Context: an optimization exercise on an open-source flow, tuned for small area and a short achievable clock period. The choices shown serve that exercise and are no tape-out recipe. Function was checked by simulation only, so behaviour that the tests miss may differ from the original.

==> trial 50: inputs <==
## mult16_top
module mult16_top (
  input         clk,
  input  [15:0] a,
  input  [15:0] b,
  output [31:0] p
);
Settings: LEC_CHECK=0, CAP_MARGIN=20, CORE_MARGIN=2, CORE_UTILIZATION=40, SLEW_MARGIN=20, SYNTH_HIERARCHICAL=1, SYNTH_MINIMUM_KEEP_SIZE=0; clock period 15.0 ns.
standard.sh (not shown) runs the stock make flow with config.mk's settings and CLKGATE_MAP_FILE= SYNTH_SCRIPT=/design/flow/synth_recipe.tcl, a recipe that flattens the netlist after the stock synthesis.
==> flow/flow/run.sh <==
#!/bin/bash
# The standard layout (the standard.sh), except that the input and output
# port buffers are buf_2 cells. All of the flow's output goes to standard.log.
set -e
export BUFFER_PORTS_ARGS="-buffer_cell sky130_fd_sc_hd__buf_2"
bash standard.sh > standard.log 2>&1
==> trial 49 (differences from trial 50) <==
- CTS_BUF_LIST: default -> sky130_fd_sc_hd__clkbuf_4 sky130_fd_sc_hd__clkbuf_8
- CTS_CLUSTER_DIAMETER: default -> 200
- CTS_CLUSTER_SIZE: default -> 32
==> build 90 (differences from trial 50) <==
==> flow/flow/run.sh (replaced) <==
#!/bin/bash
# The standard layout (the standard.sh), except that the input and output
# port buffers are buf_2 cells and clock tree synthesis inserts no dummy loads.
# All of the flow's output goes to standard.log.
set -e
export BUFFER_PORTS_ARGS="-buffer_cell sky130_fd_sc_hd__buf_2"
export CTS_ARGS="-sink_clustering_enable -repair_clock_nets -dont_use_dummy_load -buf_list sky130_fd_sc_hd__clkbuf_8 -sink_clustering_size 64 -sink_clustering_max_diameter 300"
bash standard.sh > standard.log 2>&1
- CTS_BUF_LIST: default -> sky130_fd_sc_hd__clkbuf_8
- CTS_CLUSTER_DIAMETER: default -> 300
- CTS_CLUSTER_SIZE: default -> 64
==> trial 4 (differences from trial 50) <==
- CTS_BUF_LIST: default -> sky130_fd_sc_hd__clkbuf_8
- CTS_CLUSTER_DIAMETER: default -> 300
- CTS_CLUSTER_SIZE: default -> 64
==> impl_results.md <==
* Drt wl/cell at between 15 and 20 um
* Fin Clk Skew at around 23 ps
* Slew @ Worst Pin at roughly 500 ps
* Required @ worst endpoint at roughly 15000 ps
* Rel. slew slack at 67.0%
* Status: timing/DRC/antenna clean
* Worst reg2reg setup slack at approximately 10000 ps
* Met2 Use GR at ~36%
Source of the figures above: trial 4

==> impl_results.md <==
* Worst reg2reg setup slack at between 9000 and 10000 ps
* Rel. slew slack at between 60 and 70%
* Inst Count DP at between 1k and 1.5k
* Fin Clk Skew at between 20 and 25 ps
* Slew @ Worst Pin at about 490 ps
* Met2 Use GR at between 30 and 40%
* Required @ worst endpoint at roughly 15000 ps
* Status: timing/DRC/antenna clean
Source of the figures above: build 90

==> impl_results.md <==
* Status: timing/DRC/antenna clean
* Required @ worst endpoint at roughly 15000 ps
* Simple-Gate Fraction of Synth Area at between 10 and 15%
* Rel. slew slack at between 60% and 70%
* Worst reg2reg setup slack at approximately 10000 ps
* Slew @ Worst Pin at roughly 500 ps
* Met2 Use GR at a little over a third
* Drt wl/cell at 15.8 um
* Max Cap Viol at 0
Source of the figures above: trial 50

==> impl_results.md <==
* Rel. slew slack at between 60% and 70%
* Met2 Use GR at 36.1%
* Top_reg_cell synth: dfxtp_1
* Required @ worst endpoint at around 15000 ps
* Fin Clk Skew at 23.3 ps
* Worst reg2reg setup slack at about 10000 ps
* Status: timing/DRC/antenna clean
* Drt wl/cell at around 16 um
Source of the figures above: trial 49


* * *

==> inputs of trial 84 <==
mult16_top, a different RTL version from the one above (not shown whole).
clock: 15.0 ns
lec_check: 0
cap_margin: 20
core_margin: 2
core_utilization: 40
slew_margin: 20
synth_hierarchical: 1
synth_minimum_keep_size: 0
run.sh (not shown) runs the stock make flow with config.mk's settings and CLKGATE_MAP_FILE= SYNTH_SCRIPT=/design/flow/synth_recipe.tcl, a recipe that flattens the netlist after the stock synthesis.
Stock flow here: none of the scripts above is used.
==> build 5 (differences from trial 84) <==
- CORE_UTILIZATION: 40 -> 65
==> flow_metrics.py <==
metrics = {
    "finish": {
        "utilization": 0.740,
        "finalNonFillerCells": 1027,
        "drive_gt1_frac": 0.0270,
    },
    "floorplanning": {
        "rows": 42,
    },
    "detailed_routing": {
        "vias": 6437,
        "routed_via_density": 6.27,
    },
    "timing": {
        "max_clock_freq_ghz": 0.180,
    },
    "outcome": {
        "outcome": "finished clean",
    },
}
The numbers above come from build 5.

==> flow_metrics.py <==
metrics = {
    "global_routing": {
        "grtUsageMet2": 0.319,
    },
    "outcome": {
        "outcome": "finished clean",
    },
    "finish": {
        "finalNonFillerCells": 1129,
        "register_area_um2": 1280,
        "utilization": 0.455,
    },
    "worst_setup_path": {
        "crit_fanout": 16,
        "crit_family": "adder cells",
    },
    "detailed_routing": {
        "totalWireLength_um": 23800,
        "routed_via_density": 5.34,
    },
    "floorplanning": {
        "rows": 54,
        "die-area_um2": 23400,
    },
}
The numbers above come from trial 84.


* * *

==> trial 36 <==
Starting RTL as in the previous note.
==> flow/config.mk <==
export PLATFORM = sky130hd
export DESIGN_NAME = mult16_top
export DESIGN_NICKNAME = mult16_top
export VERILOG_FILES = /design/flow/design.v
export SDC_FILE = /design/flow/constraint.sdc
export NUM_CORES = 4
export LEC_CHECK = 0
export CAP_MARGIN = 20
export CORE_MARGIN = 2
export CORE_UTILIZATION = 40
export SLEW_MARGIN = 20
export SYNTH_HIERARCHICAL = 1
export SYNTH_MINIMUM_KEEP_SIZE = 0
==> flow/constraint.sdc <==
create_clock -name core_clock -period 15.0 [get_ports {clk}]
set_input_delay 3.0000 -clock core_clock [delete_from_list [all_inputs] [get_ports {clk}]]
set_output_delay 3.0000 -clock core_clock [all_outputs]
set_load 0.01 [all_outputs]
standard.sh (not shown) runs the stock make flow with config.mk's settings and CLKGATE_MAP_FILE= SYNTH_SCRIPT=/design/flow/synth_recipe.tcl, a recipe that flattens the netlist after the stock synthesis.
==> flow/flow/run.sh <==
#!/bin/bash
# Standard layout, with the port buffers made from buf_2 cells.
set -e
cp standard.sh standard_sh_copy.log
export BUFFER_PORTS_ARGS="-buffer_cell sky130_fd_sc_hd__buf_2"
bash standard.sh > standard.log 2>&1
==> inputs of trial 60, as changes to trial 36 <==
--- a/flow/flow/run.sh
+++ b/flow/flow/run.sh
@@ -3,4 +3,5 @@
 set -e
 cp standard.sh standard_sh_copy.log
 export BUFFER_PORTS_ARGS="-buffer_cell sky130_fd_sc_hd__buf_2"
+export SETUP_SLACK_MARGIN=11
 bash standard.sh > standard.log 2>&1
==> comparison <==
- Trial 60 produced a clean layout. Trial 36 ran to the end with no violations.
- Against trial 60, the register-to-register slack of trial 36 is worse by 0.68 ns.
- Between trial 60 and trial 36, the lower setup slack is in trial 36 (gap 0.68 ns).
- Against trial 36, the non-clock buffer count of trial 60 is higher by 73.
- Between trial 36 and trial 60, the lower maximum frequency is in trial 36 (gap 12%, measured against trial 60).
- Against trial 60, the final area of trial 36 is smaller by about 13%.
- Synthesized area is the same in trial 36 and trial 60.
- Of trial 36 and trial 60, trial 36 has the higher clock skew (gap 0.0050 ns).
- In flip-flop and latch count, trial 60 and trial 36 do not differ.
- In trial 60 the final cell count is larger than in trial 36, by about 6.5%.

* * *

==> inputs of build 1 <==
Another version of the RTL of mult16_top (not shown whole).
==> flow/config.mk <==
export PLATFORM = sky130hd
export DESIGN_NAME = mult16_top
export DESIGN_NICKNAME = mult16_top
export VERILOG_FILES = /design/flow/design.v
export SDC_FILE = /design/flow/constraint.sdc
export NUM_CORES = 4
export LEC_CHECK = 0
export CAP_MARGIN = 20
export CORE_MARGIN = 2
export CORE_UTILIZATION = 40
export SLEW_MARGIN = 20
export SYNTH_HIERARCHICAL = 1
export SYNTH_MINIMUM_KEEP_SIZE = 0
==> flow/constraint.sdc <==
create_clock -name core_clock -period 15.0 [get_ports {clk}]
set_input_delay 3.0000 -clock core_clock [delete_from_list [all_inputs] [get_ports {clk}]]
set_output_delay 3.0000 -clock core_clock [all_outputs]
set_load 0.01 [all_outputs]
==> flow/flow/run.sh <==
#!/bin/bash
# Standard layout, with the port buffers made from buf_2 cells.
set -e
cp standard.sh standard_sh_copy.log
export BUFFER_PORTS_ARGS="-buffer_cell sky130_fd_sc_hd__buf_2"
bash standard.sh > standard.log 2>&1
==> build 70: changes against build 1 <==
==> flow/flow/run.sh (replaced) <==
#!/bin/bash
# The standard layout (the standard.sh), except that the input and output
# port buffers are buf_2 cells. All of the flow's output goes to standard.log.
set -e
export BUFFER_PORTS_ARGS="-buffer_cell sky130_fd_sc_hd__buf_2"
export SETUP_SLACK_MARGIN=10.2
bash standard.sh > standard.log 2>&1
==> build 4: changes against build 1 <==
==> flow/flow/run.sh (replaced) <==
#!/bin/bash
# The standard layout (the standard.sh), except that the input and output
# port buffers are buf_2 cells. All of the flow's output goes to standard.log.
set -e
export BUFFER_PORTS_ARGS="-buffer_cell sky130_fd_sc_hd__buf_2"
bash standard.sh > standard.log 2>&1
==> notes <==
Global-route usage is the same in build 4 and build 1.
Between build 70 and build 4, the lower register-to-register slack is in build 4 (gap 0.41 ns).
Against build 1, the worst setup slack of build 70 is better by 0.41 ns.
Between build 4 and build 70, the lower hold slack is in build 4 (gap 0.037 ns).
In area after synthesis, build 70 and build 4 do not differ.
Build 1 completed without violations. Build 4 produced a clean layout. Build 70 completed with no timing, DRC or antenna violations.
==> figures <==
Time the worst path needs with I/O delays and setup: build 4 5.26 ns; build 1 5.26 ns; build 70 4.86 ns
Unrepaired setup endpoints after global routing: build 4 no; build 1 no; build 70 yes
Met3 wirelength from detailed routing: build 4 833 um; build 1 833 um; build 70 737 um
Capture point of the worst reg-to-reg path: build 4 p_r[27]; build 1 p_r[27]; build 70 p_r[28]
Data required time of the critical path: build 4 15.23 ns; build 1 15.23 ns; build 70 15.26 ns
Most numerous cell on the critical path: build 4 sky130_fd_sc_hd__xnor2_1; build 1 sky130_fd_sc_hd__xnor2_1; build 70 sky130_fd_sc_hd__mux2i_1
Launch point of the critical path: build 4 b_r[10]; build 1 b_r[10]; build 70 b_r[12]
Run status: build 4 timing/DRC/antenna clean; build 1 timing/DRC/antenna clean; build 70 timing/DRC/antenna clean
Final Cell Area: build 4 0.00928 mm2; build 1 0.00928 mm2; build 70 0.0104 mm2
Worst slew pin tran: build 4 0.582 ns; build 1 0.582 ns; build 70 0.641 ns
Met2 usage in global routing: build 4 0.356; build 1 0.356; build 70 0.369
Total number of nets in the final design: build 4 1177; build 1 1177; build 70 1216

==> re-timing with driven ports <==
The results above use ideal ports. As a check the final layouts listed here were re-extracted and re-timed, cells and wires unchanged. Step 1 sets driving cells, clkbuf_16 on the clock port and buf_2 on the other inputs (assumed; they add their load-dependent delay and slew). Step 2 adds t to the input delays and takes it off the output delays; t is the mean of the earliest and latest rising clock arrival at the registers after step 1. Input paths then give back, and output paths get back, about the clock's delay inside the block. Three values: no drivers, after step 1, after step 2; two values: the first two.
run	t, ns	setup slack, ns	worst hold slack (ns)	slew at the worst register clock pin (ns)
trial 50	0.394	9.983 / 9.983 / 9.983	0.635 / 0.635 / 0.635	0.08 / 0.08
trial 49	0.414	9.968 / 9.968 / 9.968	0.643 / 0.643 / 0.643	0.11 / 0.11
build 90	0.399	9.995 / 9.995 / 9.995	0.640 / 0.640 / 0.640	0.09 / 0.09
trial 4	0.414	9.968 / 9.968 / 9.968	0.643 / 0.643 / 0.643	0.11 / 0.11
trial 84	0.386	9.378 / 9.378 / 9.378	0.797 / 0.797 / 0.797	0.06 / 0.06
build 5	0.390	9.442 / 9.442 / 9.442	0.766 / 0.766 / 0.766	0.06 / 0.06
trial 36	0.391	9.351 / 9.351 / 9.351	0.809 / 0.809 / 0.809	0.06 / 0.06
trial 60	0.381	10.030 / 10.030 / 10.030	0.641 / 0.641 / 0.641	0.06 / 0.06
build 1	0.401	9.736 / 9.736 / 9.736	0.577 / 0.577 / 0.577	0.07 / 0.07
build 70	0.402	10.144 / 10.144 / 10.144	0.614 / 0.614 / 0.614	0.07 / 0.07
build 4	0.401	9.736 / 9.736 / 9.736	0.577 / 0.577 / 0.577	0.07 / 0.07
After both steps every run listed still meets setup and hold.
